What follows belongs to an exercise in optimizing a design on an open flow for small area; a production flow would make more cautious choices. The RTL was checked by simulation tests, not by an equivalence proof against the original design. No activity file was given, so power comes from the tool's default toggle rates.

--- flow/flow/run.sh ---
#!/bin/bash
# Own layout flow: the standard flow (standard.sh, ORFS) with these changes:
#  - synthesis runs sixteen times, four at a time, each mapping the combinational logic with
#    ABC's &deepsyn (random seed 1..16, flow/abc_own.script) instead of ORFS's ABC script and
#    without Yosys's full/half-adder extraction; the run with the smallest cell area is
#    kept and the layout continues from it. Registers are mapped by the standard
#    synthesis unchanged (same cells and names);
#  - port buffers are sky130_fd_sc_hd__buf_1 (every input and output still gets one);
#  - CTS builds its tree from clkbuf_4 only and inserts no dummy loads.
# Each tool's log is in orfs/logs/ (and orfs_s<seed>/logs/ for the synthesis runs);
# make's output is in own_flow.log and synth_s<seed>.log.
set -euo pipefail
W=$(pwd)
EXTRA="'BUFFER_PORTS_ARGS=-buffer_cell sky130_fd_sc_hd__buf_1' 'CTS_ARGS=-sink_clustering_enable -repair_clock_nets -dont_use_dummy_load -buf_list sky130_fd_sc_hd__clkbuf_4'"
SEEDS=$(seq 1 16)
n=0
for s in $SEEDS; do
  sed "s/@SEED@/$s/" flow/abc_own.script > "$W/abc_own_s$s.script"
  cat > "$W/own_synth_s$s.tcl" <<EOT
proc abc {args} {
  set i [lsearch -exact \$args -script]
  if {\$i >= 0} { set args [lreplace \$args [expr {\$i+1}] [expr {\$i+1}] $W/abc_own_s$s.script] }
  yosys abc {*}\$args
}
proc extract_fa {args} { }
source $W/synth_recipe.tcl
EOT
  sed -E "s#SYNTH_SCRIPT=[^ ]*synth_recipe.tcl'?#SYNTH_SCRIPT=$W/own_synth_s$s.tcl $EXTRA#; s#WORK_HOME=[^ ]*#WORK_HOME=$W/orfs_s$s#" standard.sh > "own_standard_s$s.sh"
  grep -q "own_synth_s$s.tcl" "own_standard_s$s.sh"
  (bash "own_standard_s$s.sh" synth > "$W/synth_s$s.log" 2>&1 || true) &
  n=$((n + 1))
  if (( n % 4 == 0 )); then wait; fi
done
wait
best=""; bestarea=""
for s in $SEEDS; do
  f="$W/orfs_s$s/reports/sky130hd/top_module/base/synth_stat.txt"
  [[ -f "$f" && -f "$W/orfs_s$s/results/sky130hd/top_module/base/1_synth.odb" ]] || continue
  a=$(grep -o "Chip area for module '\\\\top_module': [0-9.]*" "$f" | awk '{print $NF}')
  echo "seed $s: synthesis area $a"
  if [[ -z "$best" ]] || awk "BEGIN{exit !($a < $bestarea)}"; then best=$s; bestarea=$a; fi
done
[[ -n "$best" ]]
echo "using seed $best ($bestarea)"
rm -rf "$W/orfs"
cp -a "$W/orfs_s$best" "$W/orfs"
sed -E "s#SYNTH_SCRIPT=[^ ]*synth_recipe.tcl'?#SYNTH_SCRIPT=$W/own_synth_s$best.tcl $EXTRA#" standard.sh > own_standard.sh
grep -q "own_synth_s$best.tcl" own_standard.sh
bash own_standard.sh > "$W/own_flow.log" 2>&1
--- flow/flow/abc_own.script ---
strash
&get -n
&deepsyn -T 60 -S @SEED@
&dch -f
&nf -R 1000
&put
topo
--- flow/standard.sh ---
#!/bin/bash
# synth_recipe.tcl (not shown) runs the flow's synth.tcl, then flattens the netlist and writes it again
# the make line also repeats each setting of config.mk as NAME=value (left out here)
make -C /OpenROAD-flow-scripts/flow DESIGN_CONFIG=/design/flow/config.mk WORK_HOME=/design/flow/orfs CLKGATE_MAP_FILE= SYNTH_SCRIPT=/design/flow/synth_recipe.tcl "${@:-finish}"
--- flow/config.mk ---
export PLATFORM = sky130hd
export DESIGN_NAME = top_module
export DESIGN_NICKNAME = top_module
export VERILOG_FILES = /design/flow/design.v
export SDC_FILE = /design/flow/constraint.sdc
export NUM_CORES = 4
export LEC_CHECK = 0
export CAP_MARGIN = 10
export CELL_PAD_IN_SITES_DETAIL_PLACEMENT = 1
export CELL_PAD_IN_SITES_GLOBAL_PLACEMENT = 1
export CORE_MARGIN = 2
export CORE_UTILIZATION = 40
export GPL_TIMING_DRIVEN = 0
export PLACE_DENSITY = 0.45
export SLEW_MARGIN = 10
--- flow/constraint.sdc ---
create_clock -name core_clock -period 80.0 [get_ports {main_clk}]
set_input_delay 16.0000 -clock core_clock [delete_from_list [all_inputs] [get_ports {main_clk}]]
set_output_delay 16.0000 -clock core_clock [all_outputs]
set_load 0.01 [all_outputs]
--- flow/design.v ---
module thr_table(
    input [7:0] n,
    output [23:0] thr
);
    wire new_n33, new_n34, new_n35, new_n36, new_n39, new_n40, new_n41, new_n42, new_n43, new_n44, new_n45, new_n46, new_n47, new_n48, new_n49, new_n50, new_n51, new_n52, new_n53, new_n54, new_n55, new_n56, new_n57, new_n58, new_n59, new_n60, new_n61, new_n62, new_n63, new_n64, new_n65, new_n66, new_n67, new_n68, new_n69, new_n70, new_n71, new_n72, new_n73, new_n74, new_n75, new_n76, new_n77, new_n78, new_n79, new_n80, new_n81, new_n82, new_n83, new_n84, new_n85, new_n86, new_n87, new_n88, new_n89, new_n90, new_n91, new_n92, new_n93, new_n94, new_n95, new_n96, new_n97, new_n98, new_n99, new_n100, new_n101, new_n102, new_n103, new_n105, new_n106, new_n107, new_n108, new_n109, new_n110, new_n111, new_n112, new_n113, new_n114, new_n115, new_n116, new_n117, new_n119, new_n120, new_n121, new_n122, new_n123, new_n124, new_n125, new_n126, new_n127, new_n128, new_n129, new_n130, new_n131, new_n132, new_n133, new_n134, new_n135, new_n136, new_n138, new_n139, new_n140, new_n141, new_n142, new_n143, new_n144, new_n145, new_n146, new_n147, new_n149, new_n150, new_n151, new_n152, new_n153, new_n154, new_n155, new_n156, new_n157, new_n158, new_n159, new_n160, new_n161, new_n163, new_n164, new_n165, new_n166, new_n167, new_n168, new_n169, new_n170, new_n171, new_n172, new_n173, new_n174, new_n175, new_n176, new_n177, new_n178, new_n179, new_n180, new_n181, new_n182, new_n183, new_n184, new_n185, new_n186, new_n187, new_n188, new_n189, new_n190, new_n191, new_n192, new_n193, new_n194, new_n195, new_n196, new_n197, new_n198, new_n199, new_n200, new_n201, new_n202, new_n203, new_n204, new_n205, new_n206, new_n207, new_n208, new_n209, new_n210, new_n211, new_n212, new_n213, new_n214, new_n215, new_n216, new_n217, new_n218, new_n219, new_n220, new_n221, new_n222, new_n224, new_n225, new_n226, new_n227, new_n228, new_n229, new_n230, new_n231, new_n232, new_n233, new_n234, new_n235, new_n236, new_n237, new_n238, new_n239, new_n240, new_n241, new_n242, new_n243, new_n244, new_n245, new_n246, new_n247, new_n248, new_n250, new_n251, new_n252, new_n253, new_n254, new_n255, new_n256, new_n257, new_n258, new_n259, new_n260, new_n261, new_n262, new_n263, new_n264, new_n265, new_n266, new_n267, new_n268, new_n269, new_n270, new_n271, new_n272, new_n273, new_n274, new_n275, new_n276, new_n277, new_n279, new_n280, new_n281, new_n282, new_n283, new_n284, new_n285, new_n286, new_n287, new_n288, new_n289, new_n290, new_n291, new_n292, new_n293, new_n294, new_n295, new_n296, new_n297, new_n298, new_n299, new_n300, new_n301, new_n302, new_n303, new_n304, new_n305, new_n306, new_n307, new_n308, new_n309, new_n310, new_n311, new_n312, new_n313, new_n314, new_n316, new_n317, new_n318, new_n319, new_n320, new_n321, new_n322, new_n323, new_n324, new_n325, new_n326, new_n328, new_n329, new_n330, new_n331, new_n332, new_n333, new_n334, new_n335, new_n336, new_n337, new_n338, new_n339, new_n341, new_n342, new_n343, new_n344, new_n345, new_n346, new_n347, new_n348, new_n349, new_n350, new_n351, new_n352, new_n353, new_n354, new_n355, new_n356, new_n358, new_n359, new_n360, new_n361, new_n362, new_n363, new_n364, new_n365, new_n366, new_n367, new_n368, new_n369, new_n370, new_n371, new_n372, new_n373, new_n374, new_n375, new_n376, new_n377, new_n378, new_n379, new_n380, new_n381, new_n382, new_n383, new_n384, new_n385, new_n386, new_n387, new_n388, new_n389, new_n390, new_n391, new_n392, new_n394, new_n395, new_n396, new_n397, new_n398, new_n399, new_n400, new_n401, new_n402, new_n403, new_n405, new_n406, new_n407, new_n408, new_n409, new_n410, new_n411, new_n412, new_n413, new_n414, new_n415, new_n416, new_n417, new_n418, new_n419, new_n420, new_n421, new_n422, new_n423, new_n424, new_n425, new_n426, new_n427, new_n428, new_n429, new_n431, new_n432, new_n433, new_n434, new_n435, new_n436, new_n437, new_n438, new_n439, new_n440, new_n441, new_n442, new_n443, new_n444, new_n445, new_n446, new_n447, new_n448, new_n449, new_n450, new_n451, new_n452, new_n453, new_n454, new_n455, new_n456, new_n458, new_n459, new_n460, new_n461, new_n462, new_n463, new_n464, new_n465, new_n466, new_n467, new_n468, new_n469, new_n470, new_n471, new_n472, new_n473, new_n474, new_n475, new_n476, new_n477, new_n478, new_n479, new_n480, new_n481, new_n482, new_n484, new_n485, new_n486, new_n487, new_n488, new_n489, new_n490, new_n491, new_n492, new_n493, new_n494, new_n495, new_n496, new_n497, new_n498, new_n499, new_n500, new_n501, new_n502, new_n503, new_n504, new_n505, new_n506, new_n507, new_n508, new_n509, new_n511, new_n512, new_n513, new_n514, new_n515, new_n516, new_n517, new_n518, new_n519, new_n520, new_n521, new_n522, new_n523, new_n524, new_n525, new_n526, new_n527, new_n528, new_n529, new_n530, new_n531, new_n532, new_n534, new_n535, new_n536, new_n537, new_n538, new_n539, new_n540, new_n541, new_n542, new_n543, new_n544, new_n545, new_n546, new_n547, new_n548, new_n550, new_n551, new_n552, new_n553, new_n554, new_n555, new_n556, new_n557, new_n558, new_n559, new_n560, new_n561, new_n562, new_n563, new_n564, new_n565, new_n566, new_n567, new_n568, new_n569, new_n570, new_n571, new_n573, new_n574, new_n575, new_n576, new_n577, new_n578, new_n579, new_n580, new_n581, new_n582, new_n583, new_n584, new_n585, new_n586, new_n587, new_n588, new_n589, new_n590;
    assign new_n33 = ~n[3] & ~n[2];
    assign new_n34 = ~n[7] & ~n[6];
    assign new_n35 = ~n[5] & new_n34;
    assign new_n36 = ~n[4] & new_n33;
    assign thr[22] = new_n35 & new_n36;
    assign thr[23] = ~n[1] & thr[22];
    assign new_n39 = n[6] & ~new_n33;
    assign new_n40 = ~n[5] & ~n[1];
    assign new_n41 = new_n33 & ~new_n40;
    assign new_n42 = ~n[5] & n[4];
    assign new_n43 = ~new_n39 & ~new_n41;
    assign new_n44 = new_n42 & ~new_n43;
    assign new_n45 = n[4] & ~n[0];
    assign new_n46 = ~n[6] & ~n[3];
    assign new_n47 = n[2] & n[1];
    assign new_n48 = n[5] & n[4];
    assign new_n49 = ~n[4] & ~n[0];
    assign new_n50 = n[3] & ~new_n49;
    assign new_n51 = n[5] & ~new_n50;
    assign new_n52 = ~n[6] & new_n50;
    assign new_n53 = ~new_n51 & ~new_n52;
    assign new_n54 = ~new_n48 & ~new_n53;
    assign new_n55 = new_n46 & ~new_n47;
    assign new_n56 = new_n54 & ~new_n55;
    assign new_n57 = ~n[6] & ~n[5];
    assign new_n58 = ~n[1] & ~new_n45;
    assign new_n59 = new_n57 & new_n58;
    assign new_n60 = ~new_n56 & ~new_n59;
    assign new_n61 = n[6] & ~n[0];
    assign new_n62 = n[4] & new_n61;
    assign new_n63 = ~n[3] & n[2];
    assign new_n64 = ~new_n45 & new_n57;
    assign new_n65 = ~new_n63 & new_n64;
    assign new_n66 = ~new_n33 & new_n62;
    assign new_n67 = ~new_n65 & ~new_n66;
    assign new_n68 = ~n[3] & ~n[1];
    assign new_n69 = n[4] & new_n33;
    assign new_n70 = ~n[0] & new_n68;
    assign new_n71 = ~new_n69 & ~new_n70;
    assign new_n72 = ~n[4] & n[0];
    assign new_n73 = ~n[6] & n[5];
    assign new_n74 = new_n71 & ~new_n72;
    assign new_n75 = new_n73 & new_n74;
    assign new_n76 = ~new_n60 & new_n67;
    assign new_n77 = ~new_n75 & ~new_n76;
    assign new_n78 = ~new_n44 & new_n77;
    assign new_n79 = ~n[5] & new_n78;
    assign new_n80 = ~n[3] & n[0];
    assign new_n81 = n[1] & n[0];
    assign new_n82 = new_n33 & ~new_n81;
    assign new_n83 = ~new_n61 & ~new_n80;
    assign new_n84 = ~new_n82 & ~new_n83;
    assign new_n85 = ~n[1] & ~n[0];
    assign new_n86 = ~new_n81 & ~new_n85;
    assign new_n87 = new_n33 & new_n86;
    assign new_n88 = n[0] & ~new_n33;
    assign new_n89 = ~new_n87 & ~new_n88;
    assign new_n90 = ~n[6] & n[4];
    assign new_n91 = n[4] & ~new_n63;
    assign new_n92 = n[0] & new_n91;
    assign new_n93 = n[6] & n[5];
    assign new_n94 = ~new_n90 & ~new_n92;
    assign new_n95 = new_n68 & new_n93;
    assign new_n96 = ~new_n94 & ~new_n95;
    assign new_n97 = new_n79 & new_n84;
    assign new_n98 = new_n56 & ~new_n89;
    assign new_n99 = ~new_n97 & ~new_n98;
    assign new_n100 = ~new_n96 & new_n99;
    assign new_n101 = ~n[3] & n[1];
    assign new_n102 = ~new_n63 & ~new_n101;
    assign new_n103 = new_n35 & new_n100;
    assign thr[21] = ~new_n102 & new_n103;
    assign new_n105 = ~n[2] & ~n[1];
    assign new_n106 = ~new_n47 & ~new_n105;
    assign new_n107 = ~n[0] & new_n106;
    assign new_n108 = n[4] & ~n[3];
    assign new_n109 = ~new_n47 & ~new_n107;
    assign new_n110 = new_n108 & ~new_n109;
    assign new_n111 = n[4] & ~new_n39;
    assign new_n112 = ~new_n82 & new_n111;
    assign new_n113 = ~n[3] & new_n86;
    assign new_n114 = ~new_n91 & ~new_n110;
    assign new_n115 = new_n113 & new_n114;
    assign new_n116 = ~new_n112 & ~new_n115;
    assign new_n117 = new_n35 & ~new_n36;
    assign thr[20] = new_n116 & new_n117;
    assign new_n119 = n[3] & new_n73;
    assign new_n120 = new_n100 & ~new_n119;
    assign new_n121 = n[6] & n[0];
    assign new_n122 = ~n[5] & ~new_n121;
    assign new_n123 = n[5] & new_n121;
    assign new_n124 = ~new_n122 & ~new_n123;
    assign new_n125 = ~new_n33 & ~new_n124;
    assign new_n126 = ~new_n42 & ~new_n125;
    assign new_n127 = ~new_n82 & ~new_n126;
    assign new_n128 = n[5] & ~n[0];
    assign new_n129 = ~new_n47 & new_n128;
    assign new_n130 = new_n49 & ~new_n129;
    assign new_n131 = ~new_n102 & new_n130;
    assign new_n132 = n[3] & n[0];
    assign new_n133 = ~n[4] & new_n132;
    assign new_n134 = new_n34 & ~new_n133;
    assign new_n135 = ~new_n120 & ~new_n127;
    assign new_n136 = new_n134 & ~new_n135;
    assign thr[19] = ~new_n131 & new_n136;
    assign new_n138 = ~n[6] & ~new_n72;
    assign new_n139 = ~new_n33 & ~new_n68;
    assign new_n140 = ~n[4] & ~new_n139;
    assign new_n141 = new_n79 & ~new_n138;
    assign new_n142 = new_n73 & ~new_n140;
    assign new_n143 = ~new_n141 & ~new_n142;
    assign new_n144 = n[4] & new_n46;
    assign new_n145 = ~new_n87 & new_n144;
    assign new_n146 = new_n143 & ~new_n145;
    assign new_n147 = ~n[7] & ~new_n146;
    assign thr[18] = thr[22] | new_n147;
    assign new_n149 = new_n79 & thr[21];
    assign new_n150 = n[6] & ~new_n79;
    assign new_n151 = ~n[5] & ~n[2];
    assign new_n152 = n[4] & n[0];
    assign new_n153 = ~n[4] & n[2];
    assign new_n154 = new_n151 & ~new_n152;
    assign new_n155 = n[5] & new_n153;
    assign new_n156 = ~new_n154 & ~new_n155;
    assign new_n157 = ~n[6] & new_n156;
    assign new_n158 = ~new_n71 & new_n157;
    assign new_n159 = ~n[7] & ~new_n158;
    assign new_n160 = ~new_n56 & ~new_n149;
    assign new_n161 = ~new_n150 & new_n160;
    assign thr[17] = ~new_n159 | ~new_n161;
    assign new_n163 = ~n[5] & n[3];
    assign new_n164 = n[6] & ~n[5];
    assign new_n165 = new_n102 & ~new_n164;
    assign new_n166 = ~new_n39 & ~new_n46;
    assign new_n167 = new_n165 & ~new_n166;
    assign new_n168 = n[4] & ~n[1];
    assign new_n169 = ~n[4] & n[1];
    assign new_n170 = ~new_n168 & ~new_n169;
    assign new_n171 = new_n63 & new_n170;
    assign new_n172 = new_n56 & ~new_n68;
    assign new_n173 = ~n[2] & ~n[0];
    assign new_n174 = n[2] & n[0];
    assign new_n175 = ~new_n173 & ~new_n174;
    assign new_n176 = ~n[3] & new_n175;
    assign new_n177 = ~new_n101 & ~new_n176;
    assign new_n178 = ~new_n49 & new_n106;
    assign new_n179 = ~new_n177 & new_n178;
    assign new_n180 = ~new_n126 & ~new_n172;
    assign new_n181 = ~new_n179 & new_n180;
    assign new_n182 = ~n[3] & new_n106;
    assign new_n183 = ~n[4] & ~new_n101;
    assign new_n184 = ~new_n45 & ~new_n110;
    assign new_n185 = ~new_n182 & new_n184;
    assign new_n186 = ~new_n183 & new_n185;
    assign new_n187 = ~n[2] & new_n72;
    assign new_n188 = ~new_n47 & ~new_n187;
    assign new_n189 = ~n[3] & new_n188;
    assign new_n190 = new_n164 & ~new_n186;
    assign new_n191 = ~new_n189 & new_n190;
    assign new_n192 = new_n101 & new_n191;
    assign new_n193 = new_n45 & new_n73;
    assign new_n194 = ~new_n192 & ~new_n193;
    assign new_n195 = ~new_n181 & new_n194;
    assign new_n196 = n[5] & new_n195;
    assign new_n197 = new_n167 & ~new_n196;
    assign new_n198 = new_n143 & ~new_n167;
    assign new_n199 = ~new_n91 & new_n198;
    assign new_n200 = ~new_n171 & ~new_n199;
    assign new_n201 = ~new_n197 & new_n200;
    assign new_n202 = ~n[6] & ~new_n151;
    assign new_n203 = ~new_n163 & new_n202;
    assign new_n204 = new_n201 & new_n203;
    assign new_n205 = ~n[5] & new_n204;
    assign new_n206 = ~n[6] & ~n[2];
    assign new_n207 = ~new_n61 & ~new_n206;
    assign new_n208 = ~n[6] & ~new_n152;
    assign new_n209 = new_n46 & new_n81;
    assign new_n210 = new_n163 & new_n208;
    assign new_n211 = ~new_n95 & ~new_n210;
    assign new_n212 = ~new_n209 & new_n211;
    assign new_n213 = ~n[3] & ~new_n207;
    assign new_n214 = ~n[5] & new_n213;
    assign new_n215 = new_n212 & ~new_n214;
    assign new_n216 = ~n[2] & new_n68;
    assign new_n217 = new_n72 & new_n216;
    assign new_n218 = new_n102 & ~new_n215;
    assign new_n219 = new_n49 & new_n218;
    assign new_n220 = ~new_n217 & ~new_n219;
    assign new_n221 = ~new_n205 & new_n220;
    assign new_n222 = new_n78 & new_n221;
    assign thr[16] = ~n[7] & ~new_n222;
    assign new_n224 = new_n36 & ~new_n81;
    assign new_n225 = new_n67 & ~new_n93;
    assign new_n226 = ~new_n95 & ~new_n209;
    assign new_n227 = n[4] & new_n226;
    assign new_n228 = ~new_n73 & ~new_n227;
    assign new_n229 = ~n[1] & new_n138;
    assign new_n230 = new_n188 & ~new_n229;
    assign new_n231 = ~n[3] & ~new_n228;
    assign new_n232 = ~new_n230 & new_n231;
    assign new_n233 = ~n[3] & ~new_n106;
    assign new_n234 = new_n48 & ~new_n182;
    assign new_n235 = ~new_n48 & ~new_n233;
    assign new_n236 = ~new_n234 & ~new_n235;
    assign new_n237 = ~new_n163 & ~new_n232;
    assign new_n238 = ~n[6] & new_n237;
    assign new_n239 = new_n128 & new_n236;
    assign new_n240 = ~new_n238 & ~new_n239;
    assign new_n241 = new_n164 & new_n182;
    assign new_n242 = ~new_n232 & ~new_n241;
    assign new_n243 = ~n[1] & ~new_n240;
    assign new_n244 = ~new_n242 & ~new_n243;
    assign new_n245 = ~n[7] & ~new_n244;
    assign new_n246 = new_n77 & ~new_n225;
    assign new_n247 = new_n245 & ~new_n246;
    assign new_n248 = n[7] & ~new_n224;
    assign thr[15] = ~new_n247 & ~new_n248;
    assign new_n250 = new_n72 & new_n167;
    assign new_n251 = ~new_n45 & ~new_n72;
    assign new_n252 = new_n68 & new_n143;
    assign new_n253 = ~new_n251 & new_n252;
    assign new_n254 = new_n120 & ~new_n253;
    assign new_n255 = ~new_n62 & ~new_n163;
    assign new_n256 = ~new_n254 & ~new_n255;
    assign new_n257 = new_n49 & ~new_n240;
    assign new_n258 = new_n34 & new_n257;
    assign new_n259 = ~n[7] & ~new_n258;
    assign new_n260 = n[5] & n[2];
    assign new_n261 = ~new_n152 & ~new_n260;
    assign new_n262 = ~n[3] & new_n261;
    assign new_n263 = ~n[5] & ~new_n47;
    assign new_n264 = ~new_n62 & ~new_n263;
    assign new_n265 = new_n41 & ~new_n73;
    assign new_n266 = ~new_n208 & new_n265;
    assign new_n267 = new_n75 & ~new_n101;
    assign new_n268 = new_n262 & new_n264;
    assign new_n269 = ~new_n267 & ~new_n268;
    assign new_n270 = ~new_n266 & new_n269;
    assign new_n271 = ~new_n256 & new_n259;
    assign new_n272 = new_n270 & new_n271;
    assign new_n273 = ~n[1] & new_n69;
    assign new_n274 = n[7] & ~new_n273;
    assign new_n275 = ~n[4] & ~new_n82;
    assign new_n276 = new_n274 & ~new_n275;
    assign new_n277 = ~new_n250 & new_n272;
    assign thr[14] = ~new_n276 & ~new_n277;
    assign new_n279 = new_n152 & ~new_n233;
    assign new_n280 = ~new_n63 & ~new_n78;
    assign new_n281 = new_n279 & ~new_n280;
    assign new_n282 = ~n[5] & ~n[4];
    assign new_n283 = ~new_n46 & ~new_n48;
    assign new_n284 = ~new_n282 & new_n283;
    assign new_n285 = n[6] & ~new_n63;
    assign new_n286 = ~new_n266 & ~new_n284;
    assign new_n287 = ~new_n285 & ~new_n286;
    assign new_n288 = ~new_n91 & new_n113;
    assign new_n289 = ~new_n281 & ~new_n287;
    assign new_n290 = ~new_n274 & new_n289;
    assign new_n291 = ~new_n288 & ~new_n290;
    assign new_n292 = ~new_n127 & ~new_n139;
    assign new_n293 = n[5] & ~n[2];
    assign new_n294 = new_n108 & ~new_n293;
    assign new_n295 = ~new_n86 & new_n294;
    assign new_n296 = n[2] & new_n68;
    assign new_n297 = new_n128 & new_n139;
    assign new_n298 = n[4] & new_n297;
    assign new_n299 = ~n[7] & ~new_n298;
    assign new_n300 = ~new_n128 & new_n296;
    assign new_n301 = ~n[6] & new_n300;
    assign new_n302 = new_n299 & ~new_n301;
    assign new_n303 = new_n46 & new_n86;
    assign new_n304 = ~new_n143 & new_n303;
    assign new_n305 = new_n302 & ~new_n304;
    assign new_n306 = ~new_n215 & ~new_n295;
    assign new_n307 = new_n305 & ~new_n306;
    assign new_n308 = n[2] & ~new_n291;
    assign new_n309 = n[7] & ~new_n308;
    assign new_n310 = new_n182 & new_n291;
    assign new_n311 = new_n309 & ~new_n310;
    assign new_n312 = ~new_n291 & ~new_n292;
    assign new_n313 = new_n121 & new_n312;
    assign new_n314 = ~new_n307 & ~new_n311;
    assign thr[13] = new_n313 | new_n314;
    assign new_n316 = n[6] & ~new_n80;
    assign new_n317 = new_n201 & ~new_n316;
    assign new_n318 = ~new_n128 & ~new_n153;
    assign new_n319 = new_n101 & ~new_n318;
    assign new_n320 = n[6] & ~new_n69;
    assign new_n321 = ~new_n319 & new_n320;
    assign new_n322 = n[0] & ~new_n51;
    assign new_n323 = new_n321 & ~new_n322;
    assign new_n324 = ~new_n281 & new_n323;
    assign new_n325 = ~n[7] & ~new_n324;
    assign new_n326 = ~new_n317 & new_n325;
    assign thr[12] = new_n291 | new_n326;
    assign new_n328 = ~n[0] & ~new_n91;
    assign new_n329 = n[7] & ~new_n132;
    assign new_n330 = new_n204 & new_n262;
    assign new_n331 = new_n86 & ~new_n195;
    assign new_n332 = ~n[3] & new_n331;
    assign new_n333 = ~new_n240 & ~new_n332;
    assign new_n334 = ~new_n195 & new_n240;
    assign new_n335 = ~new_n333 & ~new_n334;
    assign new_n336 = ~new_n330 & new_n335;
    assign new_n337 = ~n[7] & ~new_n336;
    assign new_n338 = ~new_n328 & new_n329;
    assign new_n339 = ~new_n92 & new_n338;
    assign thr[11] = new_n337 | new_n339;
    assign new_n341 = n[4] & new_n163;
    assign new_n342 = new_n49 & new_n68;
    assign new_n343 = new_n46 & ~new_n151;
    assign new_n344 = ~new_n342 & ~new_n343;
    assign new_n345 = ~new_n341 & new_n344;
    assign new_n346 = new_n77 & ~new_n345;
    assign new_n347 = ~n[7] & ~new_n346;
    assign new_n348 = ~n[3] & ~n[0];
    assign new_n349 = ~new_n132 & ~new_n348;
    assign new_n350 = n[4] & ~new_n101;
    assign new_n351 = new_n349 & new_n350;
    assign new_n352 = ~new_n36 & ~new_n351;
    assign new_n353 = ~new_n133 & new_n352;
    assign new_n354 = ~new_n70 & new_n353;
    assign new_n355 = n[7] & ~new_n354;
    assign new_n356 = ~new_n254 & new_n347;
    assign thr[10] = ~new_n355 & ~new_n356;
    assign new_n358 = n[0] & new_n42;
    assign new_n359 = ~new_n93 & ~new_n358;
    assign new_n360 = ~new_n39 & new_n359;
    assign new_n361 = ~new_n284 & ~new_n360;
    assign new_n362 = ~new_n153 & ~new_n206;
    assign new_n363 = ~new_n282 & ~new_n362;
    assign new_n364 = n[5] & ~new_n349;
    assign new_n365 = new_n68 & ~new_n363;
    assign new_n366 = ~new_n364 & ~new_n365;
    assign new_n367 = thr[12] & ~new_n366;
    assign new_n368 = new_n361 & ~new_n367;
    assign new_n369 = ~new_n361 & ~new_n366;
    assign new_n370 = ~new_n179 & ~new_n369;
    assign new_n371 = ~new_n368 & new_n370;
    assign new_n372 = ~new_n119 & ~new_n309;
    assign new_n373 = n[4] & new_n348;
    assign new_n374 = new_n102 & ~new_n348;
    assign new_n375 = ~new_n263 & ~new_n374;
    assign new_n376 = ~n[4] & ~new_n375;
    assign new_n377 = ~n[6] & ~new_n376;
    assign new_n378 = ~new_n110 & new_n377;
    assign new_n379 = new_n63 & new_n72;
    assign new_n380 = ~new_n328 & ~new_n379;
    assign new_n381 = ~n[4] & ~new_n380;
    assign new_n382 = ~new_n39 & ~new_n93;
    assign new_n383 = ~new_n381 & ~new_n382;
    assign new_n384 = ~new_n75 & ~new_n378;
    assign new_n385 = ~new_n383 & new_n384;
    assign new_n386 = ~new_n281 & ~new_n385;
    assign new_n387 = ~n[7] & ~new_n386;
    assign new_n388 = ~new_n372 & ~new_n373;
    assign new_n389 = ~new_n132 & new_n388;
    assign new_n390 = ~new_n387 & ~new_n389;
    assign new_n391 = new_n152 & ~new_n371;
    assign new_n392 = new_n68 & new_n391;
    assign thr[9] = ~new_n390 | new_n392;
    assign new_n394 = ~n[7] & new_n371;
    assign new_n395 = ~new_n90 & ~new_n153;
    assign new_n396 = new_n128 & ~new_n395;
    assign new_n397 = ~new_n75 & new_n396;
    assign new_n398 = ~new_n50 & ~new_n379;
    assign new_n399 = n[7] & new_n398;
    assign new_n400 = ~new_n397 & ~new_n399;
    assign new_n401 = new_n106 & new_n254;
    assign new_n402 = ~new_n77 & new_n401;
    assign new_n403 = ~new_n394 & ~new_n402;
    assign thr[8] = ~new_n400 | ~new_n403;
    assign new_n405 = n[4] & n[1];
    assign new_n406 = n[0] & new_n405;
    assign new_n407 = new_n63 & new_n406;
    assign new_n408 = new_n70 & ~new_n276;
    assign new_n409 = new_n329 & ~new_n408;
    assign new_n410 = ~new_n63 & new_n143;
    assign new_n411 = ~new_n317 & new_n410;
    assign new_n412 = new_n63 & ~new_n143;
    assign new_n413 = ~new_n411 & ~new_n412;
    assign new_n414 = new_n68 & new_n260;
    assign new_n415 = new_n212 & ~new_n296;
    assign new_n416 = new_n254 & ~new_n415;
    assign new_n417 = ~new_n138 & ~new_n236;
    assign new_n418 = ~new_n45 & ~new_n417;
    assign new_n419 = ~n[5] & ~new_n116;
    assign new_n420 = new_n72 & ~new_n419;
    assign new_n421 = ~new_n330 & new_n418;
    assign new_n422 = ~new_n420 & ~new_n421;
    assign new_n423 = ~new_n414 & new_n416;
    assign new_n424 = ~new_n422 & ~new_n423;
    assign new_n425 = new_n45 & ~new_n413;
    assign new_n426 = ~new_n424 & ~new_n425;
    assign new_n427 = ~new_n245 & ~new_n302;
    assign new_n428 = ~new_n426 & ~new_n427;
    assign new_n429 = ~new_n407 & new_n409;
    assign thr[7] = ~new_n428 & ~new_n429;
    assign new_n431 = n[7] & ~new_n139;
    assign new_n432 = ~n[5] & new_n132;
    assign new_n433 = ~n[7] & new_n432;
    assign new_n434 = ~new_n431 & ~new_n433;
    assign new_n435 = n[5] & ~new_n107;
    assign new_n436 = new_n206 & new_n435;
    assign new_n437 = ~new_n49 & ~new_n106;
    assign new_n438 = ~new_n107 & ~new_n437;
    assign new_n439 = ~n[5] & ~new_n438;
    assign new_n440 = ~new_n164 & ~new_n170;
    assign new_n441 = ~n[7] & ~new_n440;
    assign new_n442 = ~n[3] & new_n441;
    assign new_n443 = ~new_n439 & new_n442;
    assign new_n444 = n[3] & ~n[0];
    assign new_n445 = ~new_n259 & ~new_n444;
    assign new_n446 = ~n[4] & ~new_n445;
    assign new_n447 = new_n259 & new_n282;
    assign new_n448 = ~new_n373 & ~new_n447;
    assign new_n449 = ~new_n106 & ~new_n448;
    assign new_n450 = thr[12] & new_n446;
    assign new_n451 = ~new_n449 & ~new_n450;
    assign new_n452 = ~new_n165 & new_n347;
    assign new_n453 = ~new_n451 & ~new_n452;
    assign new_n454 = thr[14] & ~new_n434;
    assign new_n455 = ~new_n436 & new_n443;
    assign new_n456 = ~new_n454 & ~new_n455;
    assign thr[6] = new_n453 | ~new_n456;
    assign new_n458 = n[1] & ~new_n42;
    assign new_n459 = new_n82 & ~new_n164;
    assign new_n460 = new_n458 & new_n459;
    assign new_n461 = ~new_n45 & ~new_n460;
    assign new_n462 = new_n79 & ~new_n461;
    assign new_n463 = ~n[1] & ~new_n93;
    assign new_n464 = new_n176 & ~new_n463;
    assign new_n465 = ~new_n42 & ~new_n164;
    assign new_n466 = n[1] & new_n465;
    assign new_n467 = ~new_n191 & ~new_n464;
    assign new_n468 = ~new_n466 & ~new_n467;
    assign new_n469 = new_n52 & ~new_n282;
    assign new_n470 = ~new_n75 & ~new_n266;
    assign new_n471 = new_n236 & ~new_n470;
    assign new_n472 = ~n[7] & ~new_n471;
    assign new_n473 = ~new_n462 & ~new_n468;
    assign new_n474 = ~new_n469 & new_n473;
    assign new_n475 = new_n472 & new_n474;
    assign new_n476 = new_n63 & ~new_n168;
    assign new_n477 = n[0] & new_n476;
    assign new_n478 = n[7] & ~new_n477;
    assign new_n479 = ~new_n71 & ~new_n175;
    assign new_n480 = new_n478 & ~new_n479;
    assign new_n481 = ~new_n186 & new_n480;
    assign new_n482 = ~new_n330 & new_n475;
    assign thr[5] = ~new_n481 & ~new_n482;
    assign new_n484 = ~new_n183 & ~new_n352;
    assign new_n485 = n[1] & new_n348;
    assign new_n486 = new_n86 & new_n143;
    assign new_n487 = ~new_n67 & new_n350;
    assign new_n488 = ~new_n42 & ~new_n54;
    assign new_n489 = new_n121 & new_n488;
    assign new_n490 = ~new_n182 & new_n489;
    assign new_n491 = ~new_n287 & new_n487;
    assign new_n492 = ~new_n490 & ~new_n491;
    assign new_n493 = ~n[1] & new_n93;
    assign new_n494 = new_n492 & ~new_n493;
    assign new_n495 = new_n49 & new_n63;
    assign new_n496 = ~new_n380 & ~new_n495;
    assign new_n497 = ~n[4] & ~new_n163;
    assign new_n498 = ~new_n486 & new_n494;
    assign new_n499 = new_n496 & new_n498;
    assign new_n500 = new_n497 & new_n499;
    assign new_n501 = new_n69 & ~new_n242;
    assign new_n502 = new_n67 & ~new_n501;
    assign new_n503 = new_n494 & new_n502;
    assign new_n504 = ~new_n496 & ~new_n503;
    assign new_n505 = ~new_n167 & new_n504;
    assign new_n506 = new_n305 & ~new_n505;
    assign new_n507 = ~new_n484 & ~new_n485;
    assign new_n508 = n[7] & new_n507;
    assign new_n509 = ~new_n500 & new_n506;
    assign thr[4] = ~new_n508 & ~new_n509;
    assign new_n511 = ~n[2] & n[0];
    assign new_n512 = ~new_n169 & ~new_n511;
    assign new_n513 = ~new_n293 & ~new_n512;
    assign new_n514 = ~n[3] & ~new_n513;
    assign new_n515 = new_n34 & ~new_n514;
    assign new_n516 = n[4] & ~new_n272;
    assign new_n517 = ~new_n515 & ~new_n516;
    assign new_n518 = ~new_n355 & new_n517;
    assign new_n519 = ~n[4] & n[3];
    assign new_n520 = n[7] & new_n519;
    assign new_n521 = ~new_n518 & ~new_n520;
    assign new_n522 = ~new_n110 & new_n521;
    assign new_n523 = n[5] & new_n85;
    assign new_n524 = ~new_n287 & new_n523;
    assign new_n525 = n[1] & new_n138;
    assign new_n526 = ~n[7] & ~new_n525;
    assign new_n527 = ~new_n131 & new_n514;
    assign new_n528 = ~new_n524 & new_n527;
    assign new_n529 = new_n526 & new_n528;
    assign new_n530 = new_n106 & new_n529;
    assign new_n531 = new_n522 & ~new_n530;
    assign new_n532 = ~new_n522 & new_n529;
    assign thr[3] = new_n531 | new_n532;
    assign new_n534 = new_n128 & new_n182;
    assign new_n535 = ~new_n121 & new_n251;
    assign new_n536 = ~new_n534 & ~new_n535;
    assign new_n537 = ~new_n254 & new_n266;
    assign new_n538 = new_n536 & ~new_n537;
    assign new_n539 = new_n80 & new_n164;
    assign new_n540 = new_n538 & ~new_n539;
    assign new_n541 = ~new_n330 & new_n540;
    assign new_n542 = new_n36 & new_n93;
    assign new_n543 = ~new_n419 & ~new_n542;
    assign new_n544 = new_n105 & new_n189;
    assign new_n545 = ~new_n133 & ~new_n544;
    assign new_n546 = new_n478 & new_n545;
    assign new_n547 = ~new_n541 & new_n543;
    assign new_n548 = new_n259 & new_n547;
    assign thr[2] = ~new_n546 & ~new_n548;
    assign new_n550 = ~n[6] & ~n[0];
    assign new_n551 = n[5] & ~new_n550;
    assign new_n552 = ~new_n485 & new_n551;
    assign new_n553 = ~new_n45 & ~new_n183;
    assign new_n554 = ~new_n552 & ~new_n553;
    assign new_n555 = ~new_n419 & new_n554;
    assign new_n556 = ~new_n256 & new_n555;
    assign new_n557 = n[5] & ~new_n63;
    assign new_n558 = ~new_n108 & new_n557;
    assign new_n559 = new_n63 & new_n164;
    assign new_n560 = ~n[6] & ~new_n294;
    assign new_n561 = ~new_n559 & ~new_n560;
    assign new_n562 = ~new_n558 & ~new_n561;
    assign new_n563 = new_n472 & ~new_n562;
    assign new_n564 = ~new_n91 & ~new_n407;
    assign new_n565 = ~new_n71 & ~new_n107;
    assign new_n566 = ~new_n437 & new_n565;
    assign new_n567 = ~new_n140 & new_n564;
    assign new_n568 = ~new_n566 & ~new_n567;
    assign new_n569 = ~new_n556 & new_n563;
    assign new_n570 = ~new_n281 & new_n569;
    assign new_n571 = n[7] & ~new_n568;
    assign thr[1] = ~new_n570 & ~new_n571;
    assign new_n573 = ~n[4] & ~new_n177;
    assign new_n574 = new_n139 & new_n485;
    assign new_n575 = ~new_n573 & ~new_n574;
    assign new_n576 = n[7] & new_n575;
    assign new_n577 = new_n42 & new_n101;
    assign new_n578 = ~new_n287 & ~new_n577;
    assign new_n579 = new_n240 & ~new_n578;
    assign new_n580 = new_n73 & ~new_n102;
    assign new_n581 = ~new_n153 & new_n580;
    assign new_n582 = ~n[0] & new_n240;
    assign new_n583 = ~new_n579 & ~new_n581;
    assign new_n584 = ~new_n582 & ~new_n583;
    assign new_n585 = ~n[7] & new_n492;
    assign new_n586 = ~new_n584 & new_n585;
    assign new_n587 = new_n34 & new_n49;
    assign new_n588 = ~new_n131 & ~new_n587;
    assign new_n589 = ~new_n143 & ~new_n588;
    assign new_n590 = ~new_n576 & ~new_n586;
    assign thr[0] = ~new_n589 & ~new_n590;
endmodule
module top_module(
    input main_clk,
    input rst,
    input btn_up, btn_dwn,
    output [6:0] leds,
    output [1:0] segment,
    output out_pulse
);
    reg [11:0] up_d;
    reg up_s, up_o;
    wire up_diff = btn_up ^ up_s;
    wire up_lim = ~up_d[0] & ~up_d[1] & ~up_d[3] & up_d[4] & up_d[6] & ~up_d[8] & up_d[9] & up_d[10] & ~up_d[11];
    wire up_flip = up_diff & up_lim;
    wire up_sn = up_s ^ up_flip;
    always @(posedge main_clk) begin
        if (rst | up_flip) up_d <= 12'b000000000001;
        else if (up_diff) up_d <= {up_d[10:0], ~(up_d[10] ^ up_d[11])};
    end
    reg [11:0] dn_d;
    reg dn_s, dn_o;
    wire dn_diff = btn_dwn ^ dn_s;
    wire dn_lim = ~dn_d[0] & ~dn_d[1] & ~dn_d[3] & dn_d[4] & dn_d[6] & ~dn_d[8] & dn_d[9] & dn_d[10] & ~dn_d[11];
    wire dn_flip = dn_diff & dn_lim;
    wire dn_sn = dn_s ^ dn_flip;
    always @(posedge main_clk) begin
        if (rst | dn_flip) dn_d <= 12'b000000000001;
        else if (dn_diff) dn_d <= {dn_d[10:0], ~(dn_d[10] ^ dn_d[11])};
    end
    reg [3:0] pt, pu;
    reg si, sd;
    wire plus = si & ~sd;
    wire minus = sd & ~si;
    wire pu9 = pu[3] & pu[0];
    wire pu0 = (pu == 4'd0);
    wire [3:0] nu = plus ? (pu9 ? 4'd0 : pu + 4'd1) : minus ? (pu0 ? 4'd9 : pu - 4'd1) : pu;
    wire [3:0] nt = (plus & pu9) ? pt + 4'd1 : (minus & pu0) ? pt - 4'd1 : pt;
    wire at_max = nt[3] & nt[0] & nu[3] & nu[0];
    wire at_one = (nt == 4'd0) & (nu == 4'd1);
    wire inc = up_sn & ~up_o & ~at_max;
    wire up_on = up_sn & (up_o | ~at_max);
    wire dn_lock = at_one & ~inc;
    wire dec = dn_sn & ~dn_o & ~dn_lock;
    wire dn_on = dn_sn & (dn_o | ~dn_lock);
    reg toggle;
    always @(posedge main_clk) begin
        if (rst) begin
            up_s <= 1'b0; dn_s <= 1'b0; up_o <= 1'b0; dn_o <= 1'b0;
            pt <= 4'd0; pu <= 4'd0; si <= 1'b1; sd <= 1'b0;
            toggle <= 1'b0;
        end else begin
            up_s <= up_sn; dn_s <= dn_sn; up_o <= up_on; dn_o <= dn_on;
            pt <= nt; pu <= nu; si <= inc; sd <= dec;
            toggle <= ~toggle;
        end
    end
    wire [23:0] thr;
    thr_table u_thr (.n({nt, nu}), .thr(thr));
    reg [23:0] c;
    reg pulse;
    wire [24:0] ge;      
    wire [24:0] cy;      
    wire [23:0] c1;
    assign ge[0] = 1'b1;
    assign cy[0] = 1'b1;
    genvar i;
    generate for (i = 0; i < 24; i = i + 1) begin : g
        assign ge[i+1] = (c[i] & ~thr[i]) | (~(c[i] ^ thr[i]) & ge[i]);
        assign c1[i] = c[i] ^ cy[i];
        assign cy[i+1] = c[i] & cy[i];
    end endgenerate
    wire wrap = ge[24];
    always @(posedge main_clk) begin
        if (rst | wrap) c <= 24'd0;
        else c <= c1;
        if (rst) pulse <= 1'b0;
        else if (wrap) pulse <= ~pulse;
    end
    assign out_pulse = pulse;
    wire [3:0] d = toggle ? pt : pu;
    wire [6:0] seg;
    assign seg[6] = ~((~d[3] & ~d[2] & ~d[1]) | (d[2] & d[1] & d[0]));
    assign seg[5] = d[3] | (d[2] & ~d[1]) | (d[2] & ~d[0]) | (~d[1] & ~d[0]);
    assign seg[4] = ~((d[2] & ~d[1]) | d[0]);
    assign seg[3] = d[3] | (~d[2] & d[1]) | (~d[2] & ~d[0]) | (d[2] & ~d[1] & d[0]) | (d[1] & ~d[0]);
    assign seg[2] = d[2] | ~d[1] | d[0];
    assign seg[1] = ~d[2] | (~d[1] & ~d[0]) | (d[1] & d[0]);
    assign seg[0] = d[3] | (~d[2] & ~d[0]) | (d[2] & d[0]) | d[1];
    assign leds = seg;
    assign segment = {~toggle, toggle};
endmodule
==> run notes <==
GRT overflow 0; main flop type after synthesis dfxtp_1; Critical Path Source Type register; CTS H-tree lvls 3; leakage dissipation 1.76 nW; Sw Pwr 0.0237 mW; Synthesized Nets 606; Die Ht 108 µm; Total Power 0.0660 mW; DR pass1 iterations 6; setup slack, reg-to-reg 66740 ps; minimum clock period 18240 ps; fin nets 639; Final setup viols 0; clk slew on worst S/H paths 120 ps; vias in the first global route 5353; clk_skew 44.8 ps; Critical Path Sink Type output pin; port bufs 13; largest buffer count on any clock path 2; clock power share 23.4%; Clock Sink Count 64; final hold viol count 0; Placeable Area 0.0104 mm²; register area share after synthesis 29.8%; Crit path buffers/inverters 1; initial drt markers 692; fillers 1354; final setup margin 61760 ps; Initial Utilization 41.4%; post-detail-place hpwl 14.9 mm; Worst-Skew Late Latency 430 ps; vias after detailed routing 5424; WL/cell 25.5 µm; DRC 0; crit-path cells mux2i_1 -> o21ai_0 -> nand2b_1 -> nand3b_1 -> and2_0 -> buf_1; Worst path top cell family by delay flip-flops; die footprint 0.0116 mm²; Worst IR Drop VDD 11.5 µV; Rows 37; unrepaired setup endpoints after global routing no; vias per cell 7.05; hold buffers post-CTS 0; Synth Register Bits 64; Placed Cells 760; initial antenna violation count 0; EDFF count, synth 0; post-cts resize count 0; critical path's slowest cell dfxtp_1; Final Cycle Share 22.8%; Final Core Density 46.0%; clk root buf clkbuf_4; CTS tree done; internal power 0.0423 mW; largest net degree at the start of global routing 25; Post-synth ARST share 0%; CP max FO 5; Ys Warns 1; Post-DRT Antenna Nets 0; max-slew violations 0; Syn Area/Cell 7.14 µm²; dpl ws 62230 ps; Die X 108 µm; Synth Cell Area 0.00430 mm²; Worst path max stage delay 590 ps; io pins 14; pwr dens 13.8 mW/mm²; critical path type register to output pin; area grow syn2layout 11.1%; post-CTS setup buffers 0; Non-Filler Instances 769; Post-Route WL 19.6 mm; most frequent cells in the layout nor2_1 (106), nand2_1 (84), dfxtp_1 (64), a21oi_1 (57), o21ai_0 (49); Seq pwr share 49.7%; GRT Overall Usage 34.9%; crit path DAT 2240 ps; Post-Syn Instances 602; Max Freq 54.8 MHz; Yosys cell types 53; leading cell type in the layout, fill and taps excluded nor2_1; Logic pwr share 26.9%; Worst slew margin 25.3%; status no timing/DRC/antenna violations; Slew @ Worst Pin 1120 ps; WP data required 64000 ps; Fin Setup TNS 0 ps; type of the tightest min-delay check register to register; first-pass GRT wire length 30.7 mm; max_cap viols 0; total CTS buffers 9; Inserted Diodes 0; Placer Congestion 1.05; sw frac 35.9%; share of layout cells above drive strength 1 4.58%
-- flip-flops by register name, summed over array words and instances, names as in the netlist --
name	cells
c	24
dn_d	12
dn_o	1
dn_s	1
pt	4
pu	4
pulse	1
sd	1
si	1
toggle	1
up_d	12
up_o	1
up_s	1
-- metrics by stage --
stage	area, µm²	hold WS, ps
final	4770	425
after global routing	4770	444
after CTS	4760	427
after detailed placement	4690	407
after global placement	4520	399
after floorplan	4300	390
-- layout make-up --
class | instances | area (µm²) | share of cell area, %
Inverter | 3 | 11.3 | 0.236
Clock buffer | 9 | 67.6 | 1.42
Tap cell | 136 | 170 | 3.56
Timing Repair Buffer | 22 | 155 | 3.25
Multi-Input combinational cell | 534 | 3080 | 64.5
Buffer | 1 | 7.51 | 0.157
Sequential cell | 64 | 1280 | 26.8
-- metal layers --
layer / GRT usage (%) / vias to the layer above / share of wire [%]
met4: 14.7 / 0 / 4.9
met2: 54.4 / 349 / 43
li1: - / 2356 / -
met5: 0 / - / 0
met1: 44.8 / 2623 / 41
met3: 10.3 / 96 / 10
-- synthesized netlist by cell type (all sizes together), types with 5 or more instances --
cell type | number | area (µm²)
and3 | 7 | 43.8
a221oi | 12 | 105
nor2 | 106 | 398
o221ai | 5 | 43.8
a22oi | 9 | 67.6
xor2 | 12 | 105
nand4 | 6 | 37.5
a22o | 23 | 201
a211oi | 5 | 37.5
mux2i | 5 | 50.1
dfxtp | 64 | 1280
nand3 | 13 | 65.1
a31oi | 10 | 62.6
nor3 | 28 | 140
xnor2 | 14 | 123
o21a | 5 | 37.5
and2 | 6 | 37.5
o21ai | 51 | 255
o22ai | 14 | 87.6
nand2 | 84 | 315
a21oi | 57 | 285
-- cell families after synthesis --
family                     after synthesis  synth area share (%)
muxes                                    6                  1.43
DFF                                     64                  29.8
adders and majority gates                1                 0.233
xor gates and xnor gates                26                  5.30
AOI/OAI and AO/OA                      225                  34.3
and+or+nand+nor                        276                  28.5
buffers and inverters                    4                 0.437
-- power groups by stage --
stage	Clock, mW	Combinational [mW]	Sequential [mW]
6_report	0.0154	0.0178	0.0328
3_3_place_gp	0	0.0165	0.0335
4_1_cts	0.0161	0.0168	0.0328
5_1_grt	0.0172	0.0188	0.0329
3_5_place_dp	0	0.0167	0.0335
2_1_floorplan	0	0.0103	0.0334
-- worst paths after layout --
| check | to | from | depth (start not counted) |
|---|---|---|---|
| worst min register to register | sd | dn_o | 1 |
| worst min-delay path | sd | dn_o | 1 |
| worst max-delay path | leds[3] | pt[1] | 6 |
| worst max register to register | c[1] | pu[0] | 48 |

-- afterwards: timing with drivers on the ports --
The results above use ideal ports. As a check the final layout listed here was re-extracted and re-timed, cells and wires unchanged. Step 1, drivers: a clkbuf_16 drives main_clk and a buf_2 each remaining input, both assumed. Step 2 times the ports against the registers' clock, not the clock port: input delays grow and output delays shrink by t, the midpoint of the rising clock arrivals with the driver on. Three values: ideal, step 1, step 2; two values: the first two.
shift t [ns]: 0.439
setup WS [ns]: 61.758 / 61.724 / 62.163
worst hold slack (ns): 0.425 / 0.425 / 0.425
worst slew at a driven data input, ns: 0.03
cell pins on the clock port's net: 1
After both steps setup and hold are still met in this run. The setup slack of this run moves by -0.034 ns with the drivers and by +0.405 ns with both steps.
